Background: an optimization exercise with open tools, aiming at small area. Do not read the settings as production practice. The RTL was checked by simulation tests, not by an equivalence proof against the original design. The clock port is modelled as an ideal driver, which makes a skipped or thinned clock tree look cheaper than it is; a real chip needs a root buffer or a tree.

== rev 12 ==
==> flow/design.v (excerpt) <==
module uart #
(
    parameter BAUD_RATE = 9600,
    parameter CLOCK_FREQ = 50000000
)
(
    input wire clk,
    input wire rst,
    input wire start,
    input wire [7:0] tx_data_in,
    input wire rx_data_in,
    output wire busy_tx,
    output wire busy_rx,
    output wire rx_ready,
    output wire frame_error,
    output wire tx_data_out,
    output wire [7:0] rx_data_out
);
export LEC_CHECK = 0
export CAP_MARGIN = 20
export CORE_MARGIN = 2
export CORE_UTILIZATION = 40
export SLEW_MARGIN = 20
create_clock -name core_clock -period 20.0 [get_ports {clk}]
standard.sh (not shown) runs the stock make flow with config.mk's settings and CLKGATE_MAP_FILE= SYNTH_SCRIPT=/design/flow/synth_recipe.tcl, a recipe that flattens the netlist after the stock synthesis.
==> flow/flow/run.sh <==
#!/bin/bash
# Own layout flow: the standard ORFS flow (standard.sh) with changes that
# only affect area:
#  - synthesis: the standard flow's script, but ABC maps for area instead of speed
#    (abc_override.tcl, abc_area.script), and no half adders are extracted
#    before ABC (ADDER_MAP_FILE empty); the flip-flops are mapped by the
#    same dfflibmap step, so they are the standard synthesis's
#  - port buffers: sky130_fd_sc_hd__buf_1 on every input and output
#  - clock tree: a flat tree of 4 buffers (clock_tree.tcl, run after CTS)
# Every tool's output goes to its ORFS log under orfs/logs/, make's to flow.log.
set -euo pipefail
here=$(cd "$(dirname "${BASH_SOURCE[0]}")" && pwd)
work=$(pwd)
{
  echo "set my_abc_script $here/abc_area.script"
  cat "$here/abc_override.tcl"
  cat "$work/synth_recipe.tcl"
} > "$work/own_synth.tcl"
bash "$work/standard.sh" \
  SYNTH_SCRIPT="$work/own_synth.tcl" \
  ADDER_MAP_FILE= \
  BUFFER_PORTS_ARGS="-buffer_cell sky130_fd_sc_hd__buf_1" \
  CTS_ARGS="-sink_clustering_enable -repair_clock_nets -buf_list sky130_fd_sc_hd__clkbuf_4 -dont_use_dummy_load" \
  POST_CTS_TCL="$here/clock_tree.tcl" \
  finish > "$work/flow.log" 2>&1
==> flow/flow/clock_tree.tcl <==
# POST_CTS hook: replace the clock tree that CTS built (a root buffer and 8
# leaf buffers) by a flat one: the clock port drives 4 buffers directly (the
# limit for the clock port), each feeding an equal share of the flip-flops,
# grouped by k-means on their placement.  All flip-flops sit one buffer from
# the clock port, so the tree adds no deliberate skew.
set ct_n    4
set ct_cell sky130_fd_sc_hd__buf_6

set block [ord::get_db_block]
set clk [$block findNet clk]

# flip-flop clock pins, wherever they hang in the current tree
set sinks {}
foreach inst [$block getInsts] {
  set it [$inst findITerm CLK]
  if {$it != "NULL" && [$it getNet] != "NULL"} { lappend sinks $it }
}
# remove every buffer and net of the current tree
set ::ct_old_insts {}
set ::ct_old_nets {}
proc walk {net} {
  global ct_old_insts ct_old_nets
  foreach it [$net getITerms] {
    if {[$it isInputSignal] && [[$it getInst] findITerm CLK] == "NULL"} {
      set inst [$it getInst]
      set m [[$inst getMaster] getName]
      if {[string match *clkbuf* $m] || [string match *clkinv* $m] || [string match *buf* $m]} {
        lappend ct_old_insts $inst
        foreach ot [$inst getITerms] {
          if {[$ot isOutputSignal] && [$ot getNet] != "NULL"} {
            lappend ct_old_nets [$ot getNet]
            walk [$ot getNet]
          }
        }
      }
    }
  }
}
walk $clk
foreach it $sinks { $it disconnect }
foreach inst $::ct_old_insts { odb::dbInst_destroy $inst }
foreach net $::ct_old_nets { if {[llength [$net getITerms]] == 0} { odb::dbNet_destroy $net } }
puts "clock_tree: [llength $sinks] sinks, removed [llength $::ct_old_insts] buffers"

# k-means on sink locations
set pts {}
foreach it $sinks {
  set b [[$it getInst] getBBox]
  lappend pts [list [expr {([$b xMin] + [$b xMax]) / 2.0}] [expr {([$b yMin] + [$b yMax]) / 2.0}]]
}
set pts_sorted [lsort -real -index 0 $pts]
set cents {}
for {set k 0} {$k < $ct_n} {incr k} {
  lappend cents [lindex $pts_sorted [expr {int(($k + 0.5) * [llength $pts] / $ct_n)}]]
}
for {set iter 0} {$iter < 50} {incr iter} {
  set assign {}
  foreach p $pts {
    set best 0; set bd 1e30
    for {set k 0} {$k < $ct_n} {incr k} {
      set c [lindex $cents $k]
      set d [expr {abs([lindex $p 0] - [lindex $c 0]) + abs([lindex $p 1] - [lindex $c 1])}]
      if {$d < $bd} { set bd $d; set best $k }
    }
    lappend assign $best
  }
  set new {}
  for {set k 0} {$k < $ct_n} {incr k} {
    set sx 0; set sy 0; set n 0
    foreach p $pts a $assign { if {$a == $k} { set sx [expr {$sx + [lindex $p 0]}]; set sy [expr {$sy + [lindex $p 1]}]; incr n } }
    if {$n > 0} { lappend new [list [expr {$sx / $n}] [expr {$sy / $n}]] } else { lappend new [lindex $cents $k] }
  }
  set cents $new
}
# balance: at most ceil(n/k) flip-flops per buffer, nearest centre first
set cap [expr {([llength $pts] + $ct_n - 1) / $ct_n}]
set order {}
set i 0
foreach p $pts {
  set ds {}
  foreach c $cents { lappend ds [expr {abs([lindex $p 0] - [lindex $c 0]) + abs([lindex $p 1] - [lindex $c 1])}] }
  set s [lsort -real $ds]
  lappend order [list $i [expr {[lindex $s 1] - [lindex $s 0]}] $ds]
  incr i
}
set load {}
for {set k 0} {$k < $ct_n} {incr k} { lappend load 0 }
set assign [lrepeat [llength $pts] 0]
foreach o [lsort -real -decreasing -index 1 $order] {
  set ds [lindex $o 2]
  set best -1; set bd 1e30
  for {set k 0} {$k < $ct_n} {incr k} {
    if {[lindex $load $k] < $cap && [lindex $ds $k] < $bd} { set bd [lindex $ds $k]; set best $k }
  }
  lset assign [lindex $o 0] $best
  lset load $best [expr {[lindex $load $best] + 1}]
}
for {set k 0} {$k < $ct_n} {incr k} {
  set sx 0; set sy 0; set n 0
  foreach p $pts a $assign { if {$a == $k} { set sx [expr {$sx + [lindex $p 0]}]; set sy [expr {$sy + [lindex $p 1]}]; incr n } }
  if {$n > 0} { lset cents $k [list [expr {$sx / $n}] [expr {$sy / $n}]] }
}
set master [[ord::get_db] findMaster $ct_cell]
for {set k 0} {$k < $ct_n} {incr k} {
  set inst [odb::dbInst_create $block $master clkbuf_flat_$k]
  set net [odb::dbNet_create $block clknet_flat_$k]
  $net setSigType CLOCK
  [$inst findITerm A] connect $clk
  [$inst findITerm X] connect $net
  set n 0
  foreach it $sinks a $assign { if {$a == $k} { $it connect $net; incr n } }
  set c [lindex $cents $k]
  $inst setLocation [expr {int([lindex $c 0])}] [expr {int([lindex $c 1])}]
  $inst setPlacementStatus PLACED
  puts "clock_tree: buffer $k drives $n flip-flops"
}
detailed_placement
estimate_parasitics -placement
report_clock_skew
Other scripts of this flow, unchanged in this note and not shown: flow/flow/abc_area.script, flow/flow/abc_override.tcl
Rev 12: full flow OK, the timing, design-rule and antenna checks passed
--- input diff rev 12..rev 13 ---
diff --git a/flow/flow/run.sh b/flow/flow/run.sh
--- a/flow/flow/run.sh
+++ b/flow/flow/run.sh
@@ -7,5 +7,5 @@
 #    same dfflibmap step, so they are the standard synthesis's
 #  - port buffers: sky130_fd_sc_hd__buf_1 on every input and output
-#  - clock tree: a flat tree of 4 buffers (clock_tree.tcl, run after CTS)
+#  - clock tree: a flat tree of 2 buffers (clock_tree.tcl, run after CTS)
 # Every tool's output goes to its ORFS log under orfs/logs/, make's to flow.log.
 set -euo pipefail
diff --git a/flow/flow/clock_tree.tcl b/flow/flow/clock_tree.tcl
--- a/flow/flow/clock_tree.tcl
+++ b/flow/flow/clock_tree.tcl
@@ -1,9 +1,9 @@
 # POST_CTS hook: replace the clock tree that CTS built (a root buffer and 8
-# leaf buffers) by a flat one: the clock port drives 4 buffers directly (the
-# limit for the clock port), each feeding an equal share of the flip-flops,
+# leaf buffers) by a flat one: the clock port drives 2 buffers directly (the
+# limit for the clock port is 4), each feeding half of the flip-flops,
 # grouped by k-means on their placement.  All flip-flops sit one buffer from
 # the clock port, so the tree adds no deliberate skew.
-set ct_n    4
-set ct_cell sky130_fd_sc_hd__buf_6
+set ct_n    2
+set ct_cell sky130_fd_sc_hd__buf_12
 
 set block [ord::get_db_block]
[summary]
- Looking at rev 13 and rev 12, the final critical-path share of the clock period is a wash.
- Rev 13 vs. rev 12: overall routed net length went down by 32 um.
- Comparing rev 13 and rev 12, signed area change from the synthesized netlist to the final layout is higher on rev 12.
- In terms of utilization, rev 12 and rev 13 differ only marginally.
- transmitter.frame[2]$_SDFF_PP0_ as the launching instance or port of the critical path was reported by rev 13, and transmitter.frame[6]$_SDFF_PP0_ by rev 12.
- Re total track usage: rev 13 is 0.64 points down on rev 12.
- Rev 13 ended with more via-per-instance ratio than rev 12.
In every run of this note, the design's own scripts or RTL, not TritonCTS, make the clock network.

## what the ideal ports hide
The results above use ideal ports. As a check the final layouts listed here were re-extracted and re-timed, cells and wires unchanged.
Step 1 sets driving cells, clkbuf_16 on the clock port and buf_2 on the other inputs (assumed; they add their load-dependent delay and slew).
Step 2 also shifts input and output timing later by t, the mid clock arrival at the registers, as if the neighbouring blocks saw the same clock.
Three values: ideal, step 1, step 2; two values: the first two.
run	t, ns	slack for setup (ns)	hold WS [ns]	latest minus earliest clock arrival (ns)	cell pins on the clock port's net
rev 12	0.175	14.642 / 14.585 / 14.536	0.370 / 0.370 / 0.370	0.009 / 0.009	4
rev 13	0.182	14.640 / 14.592 / 14.530	0.374 / 0.374 / 0.374	0.003 / 0.003	2
After both steps every run listed still meets setup and hold. The setup slack of rev 13, which loses most, moves by -0.048 ns with the drivers and by -0.110 ns with both steps.
